What follows belongs to an exercise in optimizing a design on an open flow for small area; a production flow would make more cautious choices. The RTL was checked by simulation tests, not by an equivalence proof against the original design. Power figures rest on the tool's default switching activity, not on a simulated workload.

==> job 9034 <==
## ahb_ic_wrap
module ahb_ic_wrap (
  input  wire           hclk,
  input  wire [127:0]   hmaster_m,
  input  wire [7:0]     htrans_m,
  input  wire [15:0]    hprot_m,
  input  wire [127:0]   haddr_m,
  input  wire [11:0]    hsize_m,
  input  wire [127:0]   hwdata_m,
  input  wire [3:0]     hwrite_m,
  output wire [127:0]   hrdata_m,
  output wire [3:0]     hready_m,
  output wire [3:0]     hresp_m,
  output wire [2:0]     hsel_s,
  output wire [95:0]    haddr_s,
  output wire [95:0]    hmaster_s,
  output wire [8:0]     hsize_s,
  output wire [2:0]     hwrite_s,
  output wire [95:0]    hwdata_s,
  input  wire [95:0]    hrdata_s,
  input  wire [2:0]     hready_s,
  input  wire [2:0]     hresp_s,
  input  wire [127:0]   apumid,
  input  wire [127:0]   apuaddr,
  input  wire [127:0]   apumask,
  input  wire [127:0]   apuperm,
  input  wire [127:0]   dpumid,
  input  wire [127:0]   dpuaddr,
  input  wire [127:0]   dpudata,
  input  wire [127:0]   dpumask,
  input  wire [127:0]   dpuamask,
  input  wire           hresetn
);
==> flow/config.mk <==
export PLATFORM = sky130hd
export DESIGN_NAME = ahb_ic_wrap
export DESIGN_NICKNAME = ahb_ic_wrap
export VERILOG_FILES = /design/flow/design.v
export SDC_FILE = /design/flow/constraint.sdc
export NUM_CORES = 8
export LEC_CHECK = 0
export CAP_MARGIN = 20
export CORE_AREA = 10 10 430 430
export DIE_AREA = 0 0 440 440
export SLEW_MARGIN = 20
==> flow/constraint.sdc <==
create_clock -name core_clock -period 20.0 [get_ports {hclk}]
set_input_delay 4.0000 -clock core_clock [delete_from_list [all_inputs] [get_ports {hclk}]]
set_output_delay 4.0000 -clock core_clock [all_outputs]
set_load 0.01 [all_outputs]
standard.sh (not shown) runs the stock make flow with config.mk's settings and CLKGATE_MAP_FILE= SYNTH_SCRIPT=/design/flow/synth_recipe.tcl, a recipe that flattens the netlist after the stock synthesis.
==> flow/flow/run.sh <==
#!/bin/bash
# Own layout flow:
#  1. the standard synthesis (bash standard.sh synth);
#  2. its combinational logic re-mapped for area with Yosys/ABC (reabc.tcl), once per script in
#     abc/, keeping the smallest result; every register keeps its instance name and cell type;
#  3. the standard layout from there on, with 1x buffers (buf_1) on the ports and pins one
#     routing track apart (so the die can be small), and no wider-spaced routing rule on the
#     clock net, whose pin has other pins one track away; clock tree sinks clustered by 8 and
#     no dummy loads.
# Each tool's output goes to a log of its own in the work folder.
set -euo pipefail
W=$(pwd)
R=$W/orfs/results/$FLOW_PLATFORM/ahb_ic_wrap/base
YOSYS=yosys
[[ -x $FLOW_HOME/../tools/install/yosys/bin/yosys ]] && YOSYS=$FLOW_HOME/../tools/install/yosys/bin/yosys

bash standard.sh synth > $W/1_synth_standard.log 2>&1

cp $R/1_2_yosys.v $W/1_2_yosys_standard.v
export REABC_LIB=$FLOW_HOME/platforms/$FLOW_PLATFORM/lib/sky130_fd_sc_hd__tt_025C_1v80.lib
export REABC_IN=$W/1_2_yosys_standard.v
# one re-mapping per ABC script in flow/abc, in parallel; the smallest is kept
for s in $W/flow/abc/*.abc; do
  n=$(basename $s .abc)
  REABC_SCRIPT=$s REABC_OUT=$W/1_2_reabc_$n.v REABC_STAT=$W/1_2_reabc_$n.stat \
  DONT_USE_CELLS="sky130_fd_sc_hd__probe_p_8 sky130_fd_sc_hd__probec_p_8 sky130_fd_sc_hd__lpflow_*" \
    $YOSYS -c $W/flow/reabc.tcl > $W/1_2_reabc_$n.log 2>&1 &
done
wait
best=""; best_area=""
for s in $W/flow/abc/*.abc; do
  n=$(basename $s .abc)
  a=$(awk '/Chip area for top module/ {print $NF}' $W/1_2_reabc_$n.stat 2>/dev/null || true)
  [[ -n "$a" && -s $W/1_2_reabc_$n.v ]] || continue
  echo "$n $a" >> $W/1_2_reabc_areas.txt
  if [[ -z "$best" ]] || awk -v a=$a -v b=$best_area 'BEGIN {exit !(a < b)}'; then best=$n; best_area=$a; fi
done
[[ -n "$best" ]]
echo "kept $best $best_area" >> $W/1_2_reabc_areas.txt
cp $W/1_2_reabc_$best.v $R/1_2_yosys.v

# the platform's don't-use cells, and buffers above 2x drive (other than the clock tree's
# clkbuf_4) and delay buffers, so repairs use small buffers
DONT_USE="sky130_fd_sc_hd__probe_p_8 sky130_fd_sc_hd__probec_p_8\
  sky130_fd_sc_hd__lpflow_bleeder_1 sky130_fd_sc_hd__lpflow_clkbufkapwr_1\
  sky130_fd_sc_hd__lpflow_clkbufkapwr_16 sky130_fd_sc_hd__lpflow_clkbufkapwr_2\
  sky130_fd_sc_hd__lpflow_clkbufkapwr_4 sky130_fd_sc_hd__lpflow_clkbufkapwr_8\
  sky130_fd_sc_hd__lpflow_clkinvkapwr_1 sky130_fd_sc_hd__lpflow_clkinvkapwr_16\
  sky130_fd_sc_hd__lpflow_clkinvkapwr_2 sky130_fd_sc_hd__lpflow_clkinvkapwr_4\
  sky130_fd_sc_hd__lpflow_clkinvkapwr_8 sky130_fd_sc_hd__lpflow_decapkapwr_12\
  sky130_fd_sc_hd__lpflow_decapkapwr_3 sky130_fd_sc_hd__lpflow_decapkapwr_4\
  sky130_fd_sc_hd__lpflow_decapkapwr_6 sky130_fd_sc_hd__lpflow_decapkapwr_8\
  sky130_fd_sc_hd__lpflow_inputiso0n_1 sky130_fd_sc_hd__lpflow_inputiso0p_1\
  sky130_fd_sc_hd__lpflow_inputiso1n_1 sky130_fd_sc_hd__lpflow_inputiso1p_1\
  sky130_fd_sc_hd__lpflow_inputisolatch_1 sky130_fd_sc_hd__lpflow_isobufsrc_1\
  sky130_fd_sc_hd__lpflow_isobufsrc_16 sky130_fd_sc_hd__lpflow_isobufsrc_2\
  sky130_fd_sc_hd__lpflow_isobufsrc_4 sky130_fd_sc_hd__lpflow_isobufsrc_8\
  sky130_fd_sc_hd__lpflow_isobufsrckapwr_16 sky130_fd_sc_hd__lpflow_lsbuf_lh_hl_isowell_tap_1\
  sky130_fd_sc_hd__lpflow_lsbuf_lh_hl_isowell_tap_2\
  sky130_fd_sc_hd__lpflow_lsbuf_lh_hl_isowell_tap_4 sky130_fd_sc_hd__lpflow_lsbuf_lh_isowell_4\
  sky130_fd_sc_hd__lpflow_lsbuf_lh_isowell_tap_1 sky130_fd_sc_hd__lpflow_lsbuf_lh_isowell_tap_2\
  sky130_fd_sc_hd__lpflow_lsbuf_lh_isowell_tap_4 sky130_fd_sc_hd__buf_4 sky130_fd_sc_hd__buf_6\
  sky130_fd_sc_hd__buf_8 sky130_fd_sc_hd__buf_12 sky130_fd_sc_hd__buf_16\
  sky130_fd_sc_hd__bufbuf_8 sky130_fd_sc_hd__bufbuf_16 sky130_fd_sc_hd__clkbuf_8\
  sky130_fd_sc_hd__clkbuf_16 sky130_fd_sc_hd__clkdlybuf4s15_1 sky130_fd_sc_hd__clkdlybuf4s15_2\
  sky130_fd_sc_hd__clkdlybuf4s18_1 sky130_fd_sc_hd__clkdlybuf4s18_2\
  sky130_fd_sc_hd__clkdlybuf4s25_1 sky130_fd_sc_hd__clkdlybuf4s25_2\
  sky130_fd_sc_hd__clkdlybuf4s50_1 sky130_fd_sc_hd__clkdlybuf4s50_2"
bash standard.sh "BUFFER_PORTS_ARGS=-buffer_cell sky130_fd_sc_hd__buf_1" "DONT_USE_CELLS=$DONT_USE" \
  "PLACE_PINS_ARGS=-min_distance 1 -min_distance_in_tracks" \
  "CTS_ARGS=-sink_clustering_enable -repair_clock_nets -buf_list sky130_fd_sc_hd__clkbuf_4 -apply_ndr none -sink_clustering_size 8 -sink_clustering_max_diameter 40 -dont_use_dummy_load" finish > $W/2_finish.log 2>&1
==> flow/flow/abc/s1.abc <==
&get -n
&st
&syn2
&dch
&nf -R 1000
&st
&syn2
&dch
&nf -R 1000
&put
==> flow/flow/abc/s2.abc <==
&get -n
&st
&syn2
&dch
&nf -R 1000
&st
&syn2
&dch
&nf -R 1000
&st
&syn2
&dch
&nf -R 1000
&st
&syn2
&dch
&nf -R 1000
&put
==> flow/flow/abc/s3.abc <==
&get -n
&st
&syn2
&dch
&nf -R 1000
&put
mfs2 -W 4
&get -n
&st
&syn2
&dch
&nf -R 1000
&st
&syn2
&dch
&nf -R 1000
&put
==> flow/flow/abc/s4.abc <==
&get -n
&st
&syn2
&dch
&nf -R 1000
&put
mfs2 -W 6 -M 5000
&get -n
&st
&syn2
&dch
&nf -R 1000
&st
&syn2
&dch
&nf -R 1000
&put
==> flow/flow/abc/s5.abc <==
&get -n
&st
&syn2
&dch
&nf -R 1000
&put
mfs2 -W 10 -M 10000
&get -n
&st
&syn2
&dch
&nf -R 1000
&st
&syn2
&dch
&nf -R 1000
&put
==> flow/flow/abc/s6.abc <==
&get -n
&st
&syn2
&synch2
&dch
&nf -R 1000
&st
&syn2
&synch2
&dch
&nf -R 1000
&st
&syn2
&synch2
&dch
&nf -R 1000
&put
==> flow/flow/abc/s7.abc <==
&get -n
&st
&syn2
&dch
&nf -R 1000
&put
mfs2 -W 6 -M 5000
&get -n
&st
&syn2
&dch
&nf -R 1000
&put
mfs2 -W 6 -M 5000
&get -n
&st
&syn2
&dch
&nf -R 1000
&st
&syn2
&dch
&nf -R 1000
&put
==> flow/flow/reabc.tcl <==
# Re-map the combinational logic of the standard synthesis for area. Registers (their instance
# names and cell types) are kept exactly as the standard synthesis made them.
yosys -import
set lib $::env(REABC_LIB)
read_liberty -ignore_miss_func $lib
read_verilog $::env(REABC_IN)
hierarchy -top $::env(FLOW_TOP)
setattr -mod -set keep_hierarchy 1 sky130_fd_sc_hd__df* sky130_fd_sc_hd__edf* sky130_fd_sc_hd__sdf* sky130_fd_sc_hd__dl*
flatten
opt_clean
set dont_use {}
foreach c $::env(DONT_USE_CELLS) { lappend dont_use -dont_use $c }
abc -script $::env(REABC_SCRIPT) -liberty $lib {*}$dont_use
setundef -zero
splitnets
opt_clean -purge
hilomap -singleton -hicell sky130_fd_sc_hd__conb_1 HI -locell sky130_fd_sc_hd__conb_1 LO
insbuf -buf sky130_fd_sc_hd__buf_4 A X
# left out here: clean up, hide names made inside functions
tee -o $::env(REABC_STAT) stat -liberty $lib
select -module $::env(FLOW_TOP)
write_verilog -noattr -nohex -nodec -selected $::env(REABC_OUT)
==> job 8993: changes against job 9034 <==
==> flow/flow/run.sh (replaced) <==
#!/bin/bash
# Own layout flow:
#  1. the standard synthesis (bash standard.sh synth);
#  2. its combinational logic re-mapped for area with Yosys/ABC (reabc.tcl, area.abc); every
#     register keeps its instance name and cell type;
#  3. the standard layout from there on, with 1x buffers (buf_1) on the ports and pins one
#     routing track apart (so the die can be small).
# Each tool's output goes to a log of its own in the work folder.
set -euo pipefail
W=$(pwd)
R=$W/orfs/results/$FLOW_PLATFORM/ahb_ic_wrap/base
YOSYS=yosys
[[ -x $FLOW_HOME/../tools/install/yosys/bin/yosys ]] && YOSYS=$FLOW_HOME/../tools/install/yosys/bin/yosys

bash standard.sh synth > $W/1_synth_standard.log 2>&1

cp $R/1_2_yosys.v $W/1_2_yosys_standard.v
export REABC_LIB=$FLOW_HOME/platforms/$FLOW_PLATFORM/lib/sky130_fd_sc_hd__tt_025C_1v80.lib
export REABC_IN=$W/1_2_yosys_standard.v
export REABC_OUT=$W/1_2_yosys_reabc.v
export REABC_SCRIPT=$W/flow/area.abc
export REABC_STAT=$W/1_2_reabc_stat.txt
DONT_USE_CELLS="sky130_fd_sc_hd__probe_p_8 sky130_fd_sc_hd__probec_p_8 sky130_fd_sc_hd__lpflow_*" \
  $YOSYS -c $W/flow/reabc.tcl > $W/1_2_reabc.log 2>&1
cp $REABC_OUT $R/1_2_yosys.v

bash standard.sh "BUFFER_PORTS_ARGS=-buffer_cell sky130_fd_sc_hd__buf_1" \
  "PLACE_PINS_ARGS=-min_distance 1 -min_distance_in_tracks" finish > $W/2_finish.log 2>&1
==> flow/flow/area.abc (new file) <==
&get -n
&st
&syn2
&dch
&nf -R 1000
&st
&syn2
&dch
&nf -R 1000
&put
- CORE_AREA: 10 10 430 430 -> 10 10 390 390
- CTS_BUF_LIST: unset -> sky130_fd_sc_hd__clkbuf_4
- DIE_AREA: 0 0 440 440 -> 0 0 400 400
removed: flow/flow/abc/s1.abc
removed: flow/flow/abc/s2.abc
removed: flow/flow/abc/s3.abc
removed: flow/flow/abc/s4.abc
removed: flow/flow/abc/s5.abc
removed: flow/flow/abc/s6.abc
removed: flow/flow/abc/s7.abc
==> job 629: changes against job 9034 <==
--- a/flow/flow/run.sh
+++ b/flow/flow/run.sh
@@ -5,7 +5,7 @@
 #     abc/, keeping the smallest result; every register keeps its instance name and cell type;
 #  3. the standard layout from there on, with 1x buffers (buf_1) on the ports and pins one
 #     routing track apart (so the die can be small), and no wider-spaced routing rule on the
-#     clock net, whose pin has other pins one track away; clock tree sinks clustered by 8 and
+#     clock net, whose pin has other pins one track away; clock tree sinks clustered by 6 and
 #     no dummy loads.
 # Each tool's output goes to a log of its own in the work folder.
 set -euo pipefail
@@ -68,4 +68,4 @@
   sky130_fd_sc_hd__clkdlybuf4s50_1 sky130_fd_sc_hd__clkdlybuf4s50_2"
 bash standard.sh "BUFFER_PORTS_ARGS=-buffer_cell sky130_fd_sc_hd__buf_1" "DONT_USE_CELLS=$DONT_USE" \
   "PLACE_PINS_ARGS=-min_distance 1 -min_distance_in_tracks" \
-  "CTS_ARGS=-sink_clustering_enable -repair_clock_nets -buf_list sky130_fd_sc_hd__clkbuf_4 -apply_ndr none -sink_clustering_size 8 -sink_clustering_max_diameter 40 -dont_use_dummy_load" finish > $W/2_finish.log 2>&1
+  "CTS_ARGS=-sink_clustering_enable -repair_clock_nets -buf_list sky130_fd_sc_hd__clkbuf_4 -apply_ndr none -sink_clustering_size 6 -sink_clustering_max_diameter 40 -dont_use_dummy_load" finish > $W/2_finish.log 2>&1
- CORE_AREA: 10 10 430 430 -> 10 10 470 470
- DIE_AREA: 0 0 440 440 -> 0 0 480 480
==> comparison table <==
| quantity | job 629 | job 9034 | job 8993 |
|---|---|---|---|
| Result of the run | finished clean | finished clean | aborted with a tool error |
| Stage where the flow stopped | - | - | 5_1_grt |
| Cells on Worst Hold Path | 2 | 1 | - |
| Critical path required time | 16000 ps | 16000 ps | - |
| Proportion of layout cells with a drive suffix above 1 | 0.03710 | 0.03858 | - |
| Normalized max-slew margin | 0.1150 | 0.1619 | - |
| Clock share of power | 0.308 | 0.303 | - |
| Bufs and invs on worst path | 6 | 4 | - |
| Leakage Power | 12.04 nW | 12.02 nW | - |
| Placed cells | 8566 | 8060 | 7692 |
| End point of the critical path | hwdata_s[42] | hwdata_s[47] | - |
| Total power draw | 0.001089 W | 0.001080 W | - |
| Crit path DAT | 13770 ps | 13170 ps | - |
| Footprint of the multi-input gates | 0.01921 mm^2 | 0.01922 mm^2 | - |
| Cell count after synthesis | 3561 | 3561 | 3684 |
| Die span in y | 480 um | 440 um | 400 um |
| Die ar. | 0.2304 mm^2 | 0.1936 mm^2 | - |
| Source-to-sink clock delay at the later pin of the worst-skew pair | 940 ps | 1010 ps | - |
| Post-route non-filler standard cell count | 8837 | 8400 | - |
| Internal | 0.0006852 W | 0.0006826 W | - |
| Cell area after placement | 0.03744 mm^2 | 0.03674 mm^2 | 0.03743 mm^2 |
| Number of vias per cell after detailed routing | 5.149 | 5.501 | - |
| Number of flip-flops and latches | 203 | 203 | - |
| Number of CTS-inserted buffers | 58 | 57 | 73 |
| Routed met3 length | 34.40 mm | 38.80 mm | - |
| Startpoint of the lowest-slack register-to-register path | g_mon[1].u_transmonitor_inst.hready_loc | u_ahb_ic_inst.lat[2] | - |

## afterwards: timing with drivers on the ports
No port has a modelled driver above. Below, the same layouts with a new extraction and two added sets of constraints. Step 1 (the two cells are an assumption about what drives the block):
set clk [get_ports {hclk}]
set_driving_cell -lib_cell sky130_fd_sc_hd__clkbuf_16 $clk
set_driving_cell -lib_cell sky130_fd_sc_hd__buf_2 [delete_from_list [all_inputs] $clk]
Step 2, shift: input delay + t, output delay - t, t = (earliest + latest rising clock arrival at the registers) / 2. This alone moves slack from input paths to output paths. a / b / c = no drivers / after step 1 / after step 2; a / b = the first two.
| run | t, ns | setup WS [ns] | worst hold slack (ns) | worst setup path at the end | slew at the worst register clock pin (ns) |
|---|---|---|---|---|---|
| job 9034 | 0.994 | 2.828 / 2.554 / 2.554 | 0.541 / 0.541 / 0.541 | input to output | 0.10 / 0.10 |
| job 629 | 0.946 | 2.226 / 2.171 / 2.171 | 0.552 / 0.552 / 0.552 | input to output | 0.09 / 0.09 |
After both steps setup and hold are still met in every run listed. The setup slack of job 9034, which loses most, moves by -0.274 ns with the drivers and by -0.274 ns with both steps.
